From an optimization exercise on the open Yosys and OpenROAD flow, aimed at small area and a short achievable clock period; shortcuts taken in it are not production practice.
Where RTL was checked, it was by simulation tests only, not by an equivalence proof against the original.
Power figures rest on the tool's default switching activity, not on a simulated workload.

== P ==
Design mac_array, start of the top module:
module mac_array (
    input  clk,
    input  rst_n,
    input  [3:0] enable,
    input  [3:0] clear_acc,
    input  [31:0] input_data,
    input  [31:0] weight,
    output [63:0] mac_out,
    output [63:0] activated_out,
    output [3:0] valid,
    output [3:0] overflow
);
    genvar i;
    generate
        for (i = 0; i < 4; i = i + 1) begin : mac_channels
            mac_unit mac_inst (
                .clk(clk),
                .rst_n(rst_n),
                .enable(enable[i]),
                .clear_acc(clear_acc[i]),
                .input_data(input_data[8*i+7:8*i]),
                .weight(weight[8*i+7:8*i]),
                .mac_out(mac_out[16*i+15:16*i]),
                .activated_out(activated_out[16*i+15:16*i]),
                .valid(valid[i]),
                .overflow(overflow[i])
            );
        end
    endgenerate
endmodule
Size in the first run: ~1600 cells after synthesis, about 170 flip-flops, roughly 16000 um^2 of cells after synthesis.
==> flow/config.mk <==
export PLATFORM = sky130hd
export DESIGN_NAME = mac_array
export DESIGN_NICKNAME = mac_array
export VERILOG_FILES = /design/flow/design.v
export SDC_FILE = /design/flow/constraint.sdc
export NUM_CORES = 4
export LEC_CHECK = 0
export ABC_CLOCK_PERIOD_IN_PS = 3500
export CAP_MARGIN = 20
export CORE_MARGIN = 2
export CORE_UTILIZATION = 40
export CTS_BUF_LIST = sky130_fd_sc_hd__clkbuf_4 sky130_fd_sc_hd__clkbuf_8
export SETUP_SLACK_MARGIN = 4.0
export SLEW_MARGIN = 20
export SYNTH_HIERARCHICAL = 1
==> flow/constraint.sdc <==
create_clock -name core_clock -period 8.5 [get_ports {clk}]
set_input_delay 1.7000 -clock core_clock [delete_from_list [all_inputs] [get_ports {clk}]]
set_output_delay 1.7000 -clock core_clock [all_outputs]
set_load 0.01 [all_outputs]
standard.sh (not shown) runs the stock make flow with config.mk's settings and CLKGATE_MAP_FILE= SYNTH_SCRIPT=/design/flow/synth_recipe.tcl, a recipe that flattens the netlist after the stock synthesis.
==> flow/flow/run.sh <==
#!/bin/bash
# Layout flow: the standard ORFS flow with two changes.
#  1. Synthesis extracts full/half adder cells only inside the carry-save
#     cells (csa_fa, csa_ha); the other adders are left to ABC, so their
#     carry chains are not built from slow full-adder cells.  Registers are
#     untouched, so they match the standard synthesis.
#  2. The port buffers use the smallest buffer cell; timing repair upsizes
#     the ones on critical paths.
set -euo pipefail
HERE=$PWD
sed 's/^\(  extract_fa {\*}\[dont_use_extract_fa_args\]\)$/\1 csa_fa csa_ha/' \
  "$FLOW_HOME/scripts/synth.tcl" > "$HERE/synth_sel.tcl"
grep -q 'dont_use_extract_fa_args\] csa_fa csa_ha' "$HERE/synth_sel.tcl"
sed "s#^source \$::env(SCRIPTS_DIR)/synth.tcl\$#source $HERE/synth_sel.tcl#" \
  "$HERE/synth_recipe.tcl" > "$HERE/synth_recipe_sel.tcl"
grep -q "source $HERE/synth_sel.tcl" "$HERE/synth_recipe_sel.tcl"
export BUFFER_PORTS_ARGS="-buffer_cell sky130_fd_sc_hd__buf_1"
bash standard.sh SYNTH_SCRIPT="$HERE/synth_recipe_sel.tcl" finish > standard.log 2>&1
The inputs of Q differ from those of P as listed below.
Settings: SETUP_SLACK_MARGIN changed from 4.0 to 3.0; ABC_CLOCK_PERIOD_IN_PS removed (was 3500); CTS_BUF_LIST removed (was sky130_fd_sc_hd__clkbuf_4 sky130_fd_sc_hd__clkbuf_8).
==> flow/flow/run.sh <==
#!/bin/bash
# Standard layout, with the port buffers made from the smallest buffer cell
# instead of the resizer's default pick; timing repair upsizes them as needed.
cp standard.sh standard_sh.txt
export BUFFER_PORTS_ARGS="-buffer_cell sky130_fd_sc_hd__buf_1"
bash standard.sh > standard.log 2>&1
Notes after the runs:
Compared with P, in Q power density over the cells lower; total number of placement rows lower; post-detailed-placement cell area lower.
Setup changes, Q to R
Settings: putting CTS_BUF_LIST at sky130_fd_sc_hd__clkbuf_4 sky130_fd_sc_hd__clkbuf_8 where nothing was set; swapping 3.0 for 4.0 in SETUP_SLACK_MARGIN.
==> comparison <==
Going from Q to R, clock network fraction of design power went down 5.7 points, wire length on met2 went up by about 6%, post-detailed-route wirelength per cell has increased.
R ended up with sky130_fd_sc_hd__dfrtp_1 as its standard cell with the maximum stage delay on the critical path; Q ended up with sky130_fd_sc_hd__fa_1.
Max freq Q -> R: improved
Re count of unresolved DRC violations after routing: no difference whatsoever between Q and R.
Combinational share of power was higher in R than in Q.
Compared with Q, the router placed more vias in R.
Relative area change from synthesis to final layout on R is up relative to Q.
Summary of R over Q: sequential share of cell area saw a decrease; worst setup slack went up 0.39 ns; total number of multi-input combinational cells increased by 0.46% relative to the old numbers.
#### Input delta (S over R)
Settings: SETUP_SLACK_MARGIN now 4.5, was 4.0.
Notes after the runs:
- Comparing R against S, there is no change at all in total DRC errors in the routed layout.
- Maximum number of pins on one net before global-route repair in S vs R: down about 1.4%
- Sort S and R by worst setup slack asc -> top: S
> inputs changed (S -> T)
Settings: SETUP_SLACK_MARGIN: 4.5 -> 4.3.
==> flow/flow/run.sh <==
#!/bin/bash
# Layout flow: the standard ORFS flow with two changes.
#  1. Synthesis extracts full/half adder cells only inside the carry-save
#     cells (csa_fa, csa_ha); the other adders are left to ABC, so their
#     carry chains are not built from slow full-adder cells.  Registers are
#     untouched, so they match the standard synthesis.
#  2. The port buffers use the smallest buffer cell; timing repair upsizes
#     the ones on critical paths.
set -euo pipefail
HERE=$PWD
sed 's/^\(  extract_fa {\*}\[dont_use_extract_fa_args\]\)$/\1 csa_fa csa_ha/' \
  "$FLOW_HOME/scripts/synth.tcl" > "$HERE/synth_sel.tcl"
grep -q 'dont_use_extract_fa_args\] csa_fa csa_ha' "$HERE/synth_sel.tcl"
sed "s#^source \$::env(SCRIPTS_DIR)/synth.tcl\$#source $HERE/synth_sel.tcl#" \
  "$HERE/synth_recipe.tcl" > "$HERE/synth_recipe_sel.tcl"
grep -q "source $HERE/synth_sel.tcl" "$HERE/synth_recipe_sel.tcl"
export BUFFER_PORTS_ARGS="-buffer_cell sky130_fd_sc_hd__buf_1"
bash standard.sh SYNTH_SCRIPT="$HERE/synth_recipe_sel.tcl" finish > standard.log 2>&1
## What came out
T vs. S: register share of the cell area increased 0.42 points; critical path arrival decreased 0.47 ns.
T against S: sum of internal, switching and leakage power went down; final cell count grew by 5.9%.
NOTE: number of well taps in T exceeds that of S
Lower setup slack among S and T: S
Routed length on met1: T > S
[compare] base=S new=T: peak supply drop higher; number of distinct library cells after synthesis higher; logic gate share of total power lower; horizontal extent of the die higher.

---

## job 105
mac_array, a different RTL version from the one above (not shown whole).
For scale: ~1400 cells after synthesis, about 140 flip-flops, roughly 210 I/O pins, roughly 0.015 mm² of cells after synthesis.
// mac_array
module mac_array (
    input  clk,
    input  rst_n,
    input  [3:0] enable,
    input  [3:0] clear_acc,
    input  [31:0] input_data,
    input  [31:0] weight,
    output [63:0] mac_out,
    output [63:0] activated_out,
    output [3:0] valid,
    output [3:0] overflow
);
clock: 8.5 ns
lec_check: 0
cap_margin: 20
core_margin: 2
core_utilization: 40
setup_slack_margin: 3.0
slew_margin: 20
synth_hierarchical: 1
==> flow/flow/run.sh <==
#!/bin/bash
# Standard layout, with the port buffers made from the smallest buffer cell
# instead of the resizer's default pick; timing repair upsizes them as needed.
cp standard.sh standard_sh.txt
export BUFFER_PORTS_ARGS="-buffer_cell sky130_fd_sc_hd__buf_1"
bash standard.sh > standard.log 2>&1
The inputs of job 104 differ from those of job 105 as listed below.
# job 105
export LEC_CHECK = 0
export CAP_MARGIN = 20
export CORE_MARGIN = 2
export CORE_UTILIZATION = 40
export SETUP_SLACK_MARGIN = 3.0
export SLEW_MARGIN = 20
export SYNTH_HIERARCHICAL = 1
create_clock -name core_clock -period 8.5 [get_ports {clk}]
# job 104
export LEC_CHECK = 0
export CAP_MARGIN = 20
export CORE_MARGIN = 2
export CORE_UTILIZATION = 40
export CTS_BUF_LIST = sky130_fd_sc_hd__clkbuf_4 sky130_fd_sc_hd__clkbuf_8
export SETUP_SLACK_MARGIN = 3.0
export SLEW_MARGIN = 20
export SYNTH_HIERARCHICAL = 1
create_clock -name core_clock -period 8.5 [get_ports {clk}]
[summary]
Relative to job 105, the share of total power in the clock network of job 104 is lower by 3.8 points.
Number of fill cells in the layout was higher in job 104 than in job 105.
Taking job 105 as the reference, in job 104 routed wire length ~0 delta, area growth from synthesis to final layout -1.4 points, combinational power ~0 delta.
No run of this note included a check of the RTL's function; only the layout flow was run.

---

Another version of the RTL of mac_array (not shown whole).
For scale: about 1,600 cells after synthesis, ~140 flip-flops, ~210 I/O pins, about 0.015 mm² of cells after synthesis.
==> flow/design.v (excerpt) <==
module mac_array (
    input  clk,
    input  rst_n,
    input  [3:0] enable,
    input  [3:0] clear_acc,
    input  [31:0] input_data,
    input  [31:0] weight,
    output [63:0] mac_out,
    output [63:0] activated_out,
    output [3:0] valid,
    output [3:0] overflow
);
make LEC_CHECK=0 CAP_MARGIN=20 CORE_MARGIN=2 CORE_UTILIZATION=40 SLEW_MARGIN=20 finish   # period 8.5 ns
run.sh (not shown) runs the stock make flow with config.mk's settings and CLKGATE_MAP_FILE= SYNTH_SCRIPT=/design/flow/synth_recipe.tcl, a recipe that flattens the netlist after the stock synthesis.
Stock flow here: none of the scripts above is used.
The first run went through all stages and came out clean.
Change:
SETUP_SLACK_MARGIN = 3.0   (was not set)
What happened: Maximum frequency went up by 21%; sequential share of layout area went down by 0.19 points; wire length went down by 1.4%; register-to-register slack improves by 0.17 ns; worst setup slack improves by 1.1 ns; clock-buffer cell count went up by 1; first-iteration DRC count went down by 9.3%; die area stays the same; power went up by 2.1%; clock power went up by 4.1%; via count went up by 1.4%.
Change:
SETUP_SLACK_MARGIN = 3.7   (was 3.0)
After rerunning: Total power climbs by about 14%; synthesized area stays the same; critical path depth climbs by 1; sequential power barely changes; sequential share of layout area decreases by 1.6 points; via count rose by 2.6%.
Function was not checked in any run of this note: the RTL went through the layout flow alone.

---

mac_array, a different RTL version from the one above (not shown whole).
Size: ~140 flip-flops, roughly 210 I/O pins, ~17,000 um2 of cells after synthesis.
export LEC_CHECK = 0
export ABC_CLOCK_PERIOD_IN_PS = 2000
export CAP_MARGIN = 20
export CORE_MARGIN = 2
export CORE_UTILIZATION = 40
export SETUP_SLACK_MARGIN = 4.5
export SLEW_MARGIN = 20
create_clock -name core_clock -period 8.5 [get_ports {clk}]
==> next run, changes <==
- ABC_CLOCK_PERIOD_IN_PS: 2000 -> unset
- SETUP_SLACK_MARGIN: 4.5 -> unset
Synthesized cell count stays the same.
Area after synthesis does not change.
Clock power falls by about 14%.
Hold slack gets better by 0.0073 ns.
Clock-buffer cell count falls by 4.
Final cell count drops by about 5%.
Utilization went down by 9.8 points.
Via count goes down by 6.3%.
Function was not checked in any run of this note: the RTL went through the layout flow alone.

[re-timing with driven ports]
In the flow no input, the clock included, has a driving cell. The finished layouts below were timed again as built, in two steps. Step 1 (the two cells are an assumption about what drives the block):
set clk [get_ports {clk}]
set_driving_cell -lib_cell sky130_fd_sc_hd__clkbuf_16 $clk
set_driving_cell -lib_cell sky130_fd_sc_hd__buf_2 [delete_from_list [all_inputs] $clk]
Step 2 moves the port delays by t, midway between the first and last clock arrival at a register: inputs arrive t later, outputs are due t later. That takes back most of the time a late clock gives input paths. Slacks: ideal ports / drivers / drivers and shift; pairs: ideal ports / drivers.
run	t, ns	setup WS [ns]	hold WS [ns]	clock arrival spread, ns	worst register clock-pin slew, ns
P	0.535	3.984 / 3.936 / 3.600	0.559 / 0.559 / 0.559	0.015 / 0.016	0.10 / 0.10
Q	0.479	3.225 / 3.179 / 3.527	0.516 / 0.516 / 0.516	0.015 / 0.015	0.07 / 0.07
R	0.524	3.613 / 3.563 / 3.620	0.522 / 0.522 / 0.522	0.023 / 0.023	0.11 / 0.11
S	0.530	3.609 / 3.563 / 3.770	0.525 / 0.525 / 0.525	0.016 / 0.015	0.10 / 0.10
T	0.526	4.081 / 4.037 / 3.833	0.562 / 0.562 / 0.562	0.015 / 0.015	0.10 / 0.10
job 105	0.461	3.225 / 3.246 / 2.785	0.537 / 0.537 / 0.537	0.009 / 0.009	0.06 / 0.06
job 104	0.490	3.240 / 3.258 / 2.767	0.542 / 0.542 / 0.542	0.013 / 0.013	0.08 / 0.08
the first run of note 3	0.469	1.979 / 1.997 / 1.528	0.518 / 0.518 / 0.518	0.019 / 0.019	0.07 / 0.07
the second run of note 3	0.474	3.119 / 3.146 / 2.672	0.500 / 0.500 / 0.500	0.011 / 0.011	0.07 / 0.07
the third run of note 3	0.485	3.451 / 3.413 / 2.927	0.499 / 0.499 / 0.499	0.013 / 0.013	0.07 / 0.07
the first run of note 4	0.500	1.764 / 1.754 / 1.254	0.500 / 0.500 / 0.500	0.018 / 0.018	0.07 / 0.07
the second run of note 4	0.491	0.619 / 0.639 / 0.148	0.507 / 0.507 / 0.507	0.010 / 0.010	0.07 / 0.07
After both steps every run listed still meets setup and hold. The setup slack of the third run of note 3, which loses most, moves by -0.038 ns with the drivers and by -0.524 ns with both steps.
